Context: an optimization exercise on an open-source flow, tuned for small area. The choices shown serve that exercise and are no tape-out recipe.
In this exercise RTL edits were held to simulation tests only and were not proved equivalent to the original.
The flow treats the clock pin as an ideal source, which a real chip does not have.
Power and IR drop assume default switching activity.

==> flow/design.v (excerpt) <==
module top_multi_sensor_lcd_uart (
    input  wire        clk,
    input  wire        reset,        
    output wire        I2C_SCLK,
    input  wire        i2c_sda_in,
    output wire        i2c_sda_out,
    output wire        i2c_sda_oe,
    output wire        rs,
    output wire        rw,
    output wire        enable,
    output wire [7:0]  data,
    output wire        uart_tx_pin
);
export LEC_CHECK = 0
export CAP_MARGIN = 20
export CORE_MARGIN = 2
export CORE_UTILIZATION = 40
export CTS_BUF_LIST = sky130_fd_sc_hd__clkbuf_4 sky130_fd_sc_hd__clkbuf_8
export CTS_CLUSTER_DIAMETER = 60
export CTS_CLUSTER_SIZE = 20
export HOLD_SLACK_MARGIN = 0
export SLEW_MARGIN = 20
create_clock -name core_clock -period 20.0 [get_ports {clk}]
standard.sh (not shown) runs the stock make flow with config.mk's settings and CLKGATE_MAP_FILE= SYNTH_SCRIPT=/design/flow/synth_recipe.tcl, a recipe that flattens the netlist after the stock synthesis.
==> flow/flow/run.sh <==
#!/bin/bash
# Own flow: the standard synthesis, then the combinational logic between
# the registers is mapped again by ABC with an area-oriented script (every
# register instance, its name and its cell type are kept), then the standard flow's
# standard layout steps from the synthesized netlist on.
set -euo pipefail
W=$PWD
R=$W/orfs/results/$FLOW_PLATFORM/top_multi_sensor_lcd_uart/base
LIB=$FLOW_HOME/platforms/$FLOW_PLATFORM/lib/sky130_fd_sc_hd__tt_025C_1v80.lib
YOSYS=$FLOW_HOME/../tools/install/yosys/bin/yosys
[ -x "$YOSYS" ] || YOSYS=yosys

bash standard.sh synth > log_synth_standard.txt 2>&1
cp "$R/1_2_yosys.v" netlist_standard.v

python3 flow/split_lib.py "$LIB" lib_seq.lib lib_comb.lib > log_split_lib.txt 2>&1

cat > resynth.ys <<YS
read_liberty -lib lib_seq.lib
read_liberty -ignore_miss_func lib_comb.lib
read_verilog netlist_standard.v
hierarchy -top $FLOW_TOP
flatten
opt -purge
abc -liberty $LIB -script $W/flow/resynth.abc -dont_use sky130_fd_sc_hd__lpflow_* -dont_use sky130_fd_sc_hd__probe*
opt_clean -purge
splitnets
opt_clean -purge
hilomap -singleton -hicell sky130_fd_sc_hd__conb_1 HI -locell sky130_fd_sc_hd__conb_1 LO
insbuf -buf sky130_fd_sc_hd__buf_4 A X
opt_clean -purge
tee -o resynth_stat.txt stat -liberty $LIB
write_verilog -noattr -noexpr -nohex -nodec netlist_resynth.v
YS
"$YOSYS" -q resynth.ys > log_resynth.txt 2>&1

cp netlist_resynth.v "$R/1_2_yosys.v"
rm -f "$R/1_synth.odb" "$R/1_synth.sdc"
# port buffers: the smallest buffer cell; clock tree without dummy loads
export BUFFER_PORTS_ARGS="-buffer_cell sky130_fd_sc_hd__buf_1"
export CTS_ARGS="-sink_clustering_enable -repair_clock_nets -sink_clustering_size 20 -sink_clustering_max_diameter 60 -buf_list {sky130_fd_sc_hd__clkbuf_4 sky130_fd_sc_hd__clkbuf_8} -dont_use_dummy_load"
bash standard.sh finish > log_finish.txt 2>&1
==> flow/flow/resynth.abc <==
strash
dch
balance
rewrite
refactor
balance
rewrite
rewrite -z
balance
refactor -z
rewrite -z
balance
dch
amap
Other scripts of this flow, unchanged in this note and not shown: flow/flow/split_lib.py
==> next run, changes <==
==> flow/flow/run.sh (replaced) <==
#!/bin/bash
# Own flow: the standard synthesis; then the combinational logic between
# the registers is mapped again by ABC with area-oriented scripts (every
# register instance keeps its name and cell type) and the smallest result is
# kept; then the standard layout steps from the synthesized netlist on,
# with the smallest buffer cell on the ports and a clock tree without dummy
# loads.
set -euo pipefail
W=$PWD
R=$W/orfs/results/$FLOW_PLATFORM/top_multi_sensor_lcd_uart/base
LIB=$FLOW_HOME/platforms/$FLOW_PLATFORM/lib/sky130_fd_sc_hd__tt_025C_1v80.lib
YOSYS=$FLOW_HOME/../tools/install/yosys/bin/yosys
[ -x "$YOSYS" ] || YOSYS=yosys

bash standard.sh synth > log_synth_standard.txt 2>&1
cp "$R/1_2_yosys.v" netlist_standard.v

python3 flow/split_lib.py "$LIB" lib_seq.lib lib_comb.lib > log_split_lib.txt 2>&1

for v in a b c d; do
  cat > resynth_$v.ys <<YS
read_liberty -lib lib_seq.lib
read_liberty -ignore_miss_func lib_comb.lib
read_verilog netlist_standard.v
hierarchy -top $FLOW_TOP
flatten
opt -purge
abc -liberty $LIB -script $W/flow/abc_$v.script -dont_use sky130_fd_sc_hd__lpflow_* -dont_use sky130_fd_sc_hd__probe*
opt_clean -purge
splitnets
opt_clean -purge
hilomap -singleton -hicell sky130_fd_sc_hd__conb_1 HI -locell sky130_fd_sc_hd__conb_1 LO
insbuf -buf sky130_fd_sc_hd__buf_4 A X
opt_clean -purge
tee -o resynth_stat_$v.txt stat -liberty $LIB
write_verilog -noattr -noexpr -nohex -nodec netlist_resynth_$v.v
YS
  ( "$YOSYS" -q resynth_$v.ys > log_resynth_$v.txt 2>&1 || true ) &
done
wait

best=""; best_area=""
for v in a b c d; do
  [ -s netlist_resynth_$v.v ] || continue
  a=$(awk '/Chip area for module/ {print $NF}' resynth_stat_$v.txt)
  [ -n "$a" ] || continue
  if [ -z "$best" ] || awk -v x="$a" -v y="$best_area" 'BEGIN{exit !(x<y)}'; then best=$v; best_area=$a; fi
done
echo "resynthesis variant $best, area $best_area" > log_resynth_choice.txt
[ -n "$best" ]

cp netlist_resynth_$best.v "$R/1_2_yosys.v"
rm -f "$R/1_synth.odb" "$R/1_synth.sdc"
export BUFFER_PORTS_ARGS="-buffer_cell sky130_fd_sc_hd__buf_1"
export CTS_ARGS="-sink_clustering_enable -repair_clock_nets -sink_clustering_size 20 -sink_clustering_max_diameter 60 -buf_list {sky130_fd_sc_hd__clkbuf_4 sky130_fd_sc_hd__clkbuf_8} -dont_use_dummy_load"
bash standard.sh finish > log_finish.txt 2>&1
==> flow/flow/abc_a.script (new file) <==
strash
&get -n
&deepsyn -T 60
&put
dch
amap
==> flow/flow/abc_b.script (new file) <==
strash
&get -n
&deepsyn -T 60
&dch -f
&nf -R 1000
&put
==> flow/flow/abc_c.script (new file) <==
strash
&get -n
&deepsyn -T 60 -S 3
&put
dch
amap
==> flow/flow/abc_d.script (new file) <==
strash
dch
balance
rewrite
refactor
balance
rewrite
rewrite -z
balance
refactor -z
rewrite -z
balance
dch
amap
removed: flow/flow/resynth.abc
What happened:
- clock-buffer cell count is unchanged
- final cell count drops by about 8%
- critical path depth came out higher by 2
- routed wire length came out lower by 6.5%

---

## job 101
Another version of the RTL of top_multi_sensor_lcd_uart (not shown whole).
Size: about 940 cells after synthesis, ~18 I/O pins, about 8600 µm² of cells after synthesis.
export LEC_CHECK = 0
export CAP_MARGIN = 0
export CORE_MARGIN = 2
export CORE_UTILIZATION = 40
export CTS_BUF_LIST = sky130_fd_sc_hd__clkbuf_4 sky130_fd_sc_hd__clkbuf_8
export CTS_CLUSTER_DIAMETER = 60
export CTS_CLUSTER_SIZE = 20
export HOLD_SLACK_MARGIN = 0
export SLEW_MARGIN = 0
create_clock -name core_clock -period 20.0 [get_ports {clk}]
==> flow/flow/run.sh <==
#!/bin/bash
# Own flow: the standard synthesis; then the combinational logic between
# the registers is mapped again by ABC with area-oriented scripts (every
# register instance keeps its name and cell type) and the smallest result is
# kept; then the standard layout steps from the synthesized netlist on,
# with the smallest buffer cell on the ports, a clock tree without dummy loads
# and clock leaf buffers downsized where the clock slew allows.
set -euo pipefail
W=$PWD
R=$W/orfs/results/$FLOW_PLATFORM/top_multi_sensor_lcd_uart/base
LIB=$FLOW_HOME/platforms/$FLOW_PLATFORM/lib/sky130_fd_sc_hd__tt_025C_1v80.lib
YOSYS=$FLOW_HOME/../tools/install/yosys/bin/yosys
[ -x "$YOSYS" ] || YOSYS=yosys

bash standard.sh synth > log_synth_standard.txt 2>&1
cp "$R/1_2_yosys.v" netlist_standard.v

python3 flow/split_lib.py "$LIB" lib_seq.lib lib_comb.lib > log_split_lib.txt 2>&1

resynth() {
  local v=$1
  cat > resynth_$v.ys <<YS
read_liberty -lib lib_seq.lib
read_liberty -ignore_miss_func lib_comb.lib
read_verilog netlist_standard.v
hierarchy -top $FLOW_TOP
flatten
opt -purge
abc -liberty $LIB -script $W/flow/abc_$v.script -dont_use sky130_fd_sc_hd__lpflow_* -dont_use sky130_fd_sc_hd__probe*
opt_clean -purge
splitnets
opt_clean -purge
hilomap -singleton -hicell sky130_fd_sc_hd__conb_1 HI -locell sky130_fd_sc_hd__conb_1 LO
insbuf -buf sky130_fd_sc_hd__buf_4 A X
opt_clean -purge
tee -o resynth_stat_$v.txt stat -liberty $LIB
write_verilog -noattr -noexpr -nohex -nodec netlist_resynth_$v.v
YS
  "$YOSYS" -q resynth_$v.ys > log_resynth_$v.txt 2>&1 || true
}

VARIANTS="base s1 s2 s3 s4 s5 s6 s7 s8"
for v in base s1 s2 s3 s4; do resynth $v & done; wait
for v in s5 s6 s7 s8; do resynth $v & done; wait

best=""; best_area=""
for v in $VARIANTS; do
  [ -s netlist_resynth_$v.v ] || continue
  a=$(awk '/Chip area for module/ {print $NF}' resynth_stat_$v.txt 2>/dev/null || true)
  [ -n "$a" ] || continue
  if [ -z "$best" ] || awk -v x="$a" -v y="$best_area" 'BEGIN{exit !(x<y)}'; then best=$v; best_area=$a; fi
done
echo "resynthesis variant $best, area $best_area" > log_resynth_choice.txt
[ -n "$best" ]

cp netlist_resynth_$best.v "$R/1_2_yosys.v"
rm -f "$R/1_synth.odb" "$R/1_synth.sdc"
export BUFFER_PORTS_ARGS="-buffer_cell sky130_fd_sc_hd__buf_1"
export CTS_ARGS="-sink_clustering_enable -repair_clock_nets -sink_clustering_size 20 -sink_clustering_max_diameter 60 -buf_list {sky130_fd_sc_hd__clkbuf_4 sky130_fd_sc_hd__clkbuf_8} -dont_use_dummy_load"
export POST_CTS_TCL=$W/flow/downsize.tcl
bash standard.sh finish > log_finish.txt 2>&1
==> flow/flow/abc_base.script <==
strash
dch
balance
rewrite
refactor
balance
rewrite
rewrite -z
balance
refactor -z
rewrite -z
balance
dch
amap
==> flow/flow/abc_s1.script <==
strash
&get -n
&deepsyn -T 90 -S 1
&put
dch
amap
==> flow/flow/abc_s2.script <==
strash
&get -n
&deepsyn -T 90 -S 2
&put
dch
amap
==> flow/flow/abc_s3.script <==
strash
&get -n
&deepsyn -T 90 -S 3
&put
dch
amap
==> flow/flow/abc_s4.script <==
strash
&get -n
&deepsyn -T 90 -S 4
&put
dch
amap
==> flow/flow/abc_s5.script <==
strash
&get -n
&deepsyn -T 90 -S 5
&put
dch
amap
==> flow/flow/abc_s6.script <==
strash
&get -n
&deepsyn -T 90 -S 6
&put
dch
amap
==> flow/flow/abc_s7.script <==
strash
&get -n
&deepsyn -T 90 -S 7
&put
dch
amap
==> flow/flow/abc_s8.script <==
strash
&get -n
&deepsyn -T 90 -S 8
&put
dch
amap
==> flow/flow/downsize.tcl <==
proc clk_pins_worst_slew { inst } {
  set w 0
  set onet [get_nets -of_objects [get_pins [get_full_name $inst]/X]]
  foreach p [get_pins -of_objects $onet -filter "direction == input"] {
    set s [get_property $p slew_max]
    if {$s > $w} { set w $s }
  }
  return $w
}
proc downsize_clock_leaves { from to limit } {
  estimate_parasitics -placement
  set n 0
  foreach inst [get_cells *] {
    if {[get_property $inst ref_name] != $from} continue
    set before [clk_pins_worst_slew $inst]
    replace_cell $inst $to
    estimate_parasitics -placement
    set after [clk_pins_worst_slew $inst]
    # the buffer feeding this one must stay fine too
    if {$after > $limit} {
      replace_cell $inst $from
      estimate_parasitics -placement
    } else {
      incr n
    }
  }
  puts "downsize_clock_leaves: $n buffers $from -> $to"
}

downsize_clock_leaves sky130_fd_sc_hd__clkbuf_8 sky130_fd_sc_hd__clkbuf_4 0.115
Other scripts of this flow, unchanged in this note and not shown: flow/flow/split_lib.py
Edits applied to the flow inputs when going from job 101 to job 102:
- CAP_MARGIN changed from 0 to 20
- SLEW_MARGIN changed from 0 to 20
==> comparison <==
Worst hold slack came out exactly the same in job 102 and job 101. Re count of port buffers added during placement: no difference whatsoever between job 102 and job 101. Diff job 102..job 101 | number of nets in the finished design | unchanged. There was hardly any difference in final-report max-slew violation count between job 101 and job 102. Total power: job 102 vs job 101 — no meaningful difference. Post-synthesis average cell area: job 102 vs job 101 identical. As far as shortest period the worst path allows goes, job 101 and job 102 are indistinguishable; the numbers are identical. Reported for job 102 and job 101, overall die height turned out identical to the last digit. Largest stage delay on the critical path across job 102 and job 101: no real change.
Input-level comparison between job 103 and job 102:
diff --git a/flow/flow/run.sh b/flow/flow/run.sh
--- a/flow/flow/run.sh
+++ b/flow/flow/run.sh
@@ -5,4 +5,4 @@
 # kept; then the standard layout steps from the synthesized netlist on,
-# with the smallest buffer cell on the ports, a clock tree without dummy loads
-# and clock leaf buffers downsized where the clock slew allows.
+# with the smallest buffer cell on the ports and a clock tree without dummy
+# loads.
 set -euo pipefail
@@ -19,4 +19,3 @@
 
-resynth() {
-  local v=$1
+for v in a b c d e; do
   cat > resynth_$v.ys <<YS
@@ -38,13 +37,10 @@
 YS
-  "$YOSYS" -q resynth_$v.ys > log_resynth_$v.txt 2>&1 || true
-}
-
-VARIANTS="base s1 s2 s3 s4 s5 s6 s7 s8"
-for v in base s1 s2 s3 s4; do resynth $v & done; wait
-for v in s5 s6 s7 s8; do resynth $v & done; wait
+  ( "$YOSYS" -q resynth_$v.ys > log_resynth_$v.txt 2>&1 || true ) &
+done
+wait
 
 best=""; best_area=""
-for v in $VARIANTS; do
+for v in a b c d e; do
   [ -s netlist_resynth_$v.v ] || continue
-  a=$(awk '/Chip area for module/ {print $NF}' resynth_stat_$v.txt 2>/dev/null || true)
+  a=$(awk '/Chip area for module/ {print $NF}' resynth_stat_$v.txt)
   [ -n "$a" ] || continue
@@ -59,3 +55,2 @@
 export CTS_ARGS="-sink_clustering_enable -repair_clock_nets -sink_clustering_size 20 -sink_clustering_max_diameter 60 -buf_list {sky130_fd_sc_hd__clkbuf_4 sky130_fd_sc_hd__clkbuf_8} -dont_use_dummy_load"
-export POST_CTS_TCL=$W/flow/downsize.tcl
 bash standard.sh finish > log_finish.txt 2>&1
==> flow/flow/abc_a.script (new file) <==
strash
&get -n
&deepsyn -T 60
&put
dch
amap
==> flow/flow/abc_b.script (new file) <==
strash
&get -n
&deepsyn -T 60
&dch -f
&nf -R 1000
&put
==> flow/flow/abc_c.script (new file) <==
strash
&get -n
&deepsyn -T 60 -S 4
&put
dch
amap
==> flow/flow/abc_d.script (new file) <==
strash
dch
balance
rewrite
refactor
balance
rewrite
rewrite -z
balance
refactor -z
rewrite -z
balance
dch
amap
==> flow/flow/abc_e.script (new file) <==
strash
&get -n
&deepsyn -T 60 -S 5
&put
dch
amap
removed: flow/flow/abc_base.script
removed: flow/flow/abc_s1.script
removed: flow/flow/abc_s2.script
removed: flow/flow/abc_s3.script
removed: flow/flow/abc_s4.script
removed: flow/flow/abc_s5.script
removed: flow/flow/abc_s6.script
removed: flow/flow/abc_s7.script
removed: flow/flow/abc_s8.script
removed: flow/flow/downsize.tcl
==> comparison <==
Job 103: switching power higher than job 102
Final critical path time including I/O delays and setup sits higher in job 103 than in job 102.
The met3 global-route usage of job 103 is lower than that of job 102.
Proportion of power drawn by the clock network in job 103 is 1.9 points above job 102.
Violation count after the first detailed-route iteration: job 103 vs job 102 identical
Job 102 -> job 103: vias after detailed routing flat
Setup slack for job 103: 120 ps down relative to job 102
Synthesis-to-layout area growth came out higher on job 103 than on job 102.
Routed wire in job 103 totals less than in job 102.

---

top_multi_sensor_lcd_uart, a different RTL version from the one above (not shown whole).
For scale: ~1300 cells after synthesis, ~200 flip-flops, roughly 18 I/O pins, roughly 12000 um^2 of cells after synthesis.
clock: 20.0 ns
lec_check: 0
cap_margin: 20
core_margin: 2
core_utilization: 40
slew_margin: 20
run.sh (not shown) runs the stock make flow with config.mk's settings and CLKGATE_MAP_FILE= SYNTH_SCRIPT=/design/flow/synth_recipe.tcl, a recipe that flattens the netlist after the stock synthesis.
Stock flow here: none of the scripts above is used.
==> next run, changes <==
- ABC_AREA: unset -> 1
- CTS_BUF_LIST: unset -> sky130_fd_sc_hd__clkbuf_4
- HOLD_SLACK_MARGIN: unset -> 0
What happened: The new run completed with no timing, DRC or antenna violations. Die area decreases by about 0.5%. Critical path depth is higher by 4. First-iteration DRC count fell by 18%. Synthesized cell count rose by about 20%. Sequential cell count does not change. Final cell count climbs by about 22%. Fmax rose by about 12%. Wire length grows by about 4%. Via count rises by about 11%. Cell area rises by 1.1%. Non-clock buffer count goes down by 3.

-- port drivers added, routing unchanged --
In the flow no input, the clock included, has a driving cell. The finished layouts below were timed again as built, in two steps.
Step 1 sets driving cells, clkbuf_16 on the clock port and buf_2 on the other inputs (assumed; they add their load-dependent delay and slew).
Step 2 moves the port delays by t, midway between the first and last clock arrival at a register: inputs arrive t later, outputs are due t later. That takes back most of the time a late clock gives input paths.
Slacks: ideal ports / drivers / drivers and shift; pairs: ideal ports / drivers.
| run | t, ns | setup slack, ns | worst setup path after step 2 | slew at the worst register clock pin (ns) | cell pins on the clock port's net |
|---|---|---|---|---|---|
| the first run of note 1 | 0.491 | 12.613 / 12.570 / 13.060 | register to output | 0.11 / 0.11 | 1 |
| the second run of note 1 | 0.490 | 12.751 / 12.709 / 13.199 | register to output | 0.11 / 0.11 | 1 |
| job 101 | 0.483 | 12.628 / 12.589 / 13.072 | register to output | 0.11 / 0.11 | 1 |
| job 102 | 0.483 | 12.628 / 12.589 / 13.072 | register to output | 0.11 / 0.11 | 1 |
| job 103 | 0.494 | 12.510 / 12.467 / 12.961 | register to output | 0.09 / 0.09 | 1 |
| the first run of note 3 | 0.546 | 11.380 / 11.333 / 11.878 | register to output | 0.07 / 0.07 | 1 |
| the second run of note 3 | 0.717 | 12.299 / 12.256 / 12.973 | register to output | 0.07 / 0.07 | 1 |
After both steps every run listed still meets setup and hold.
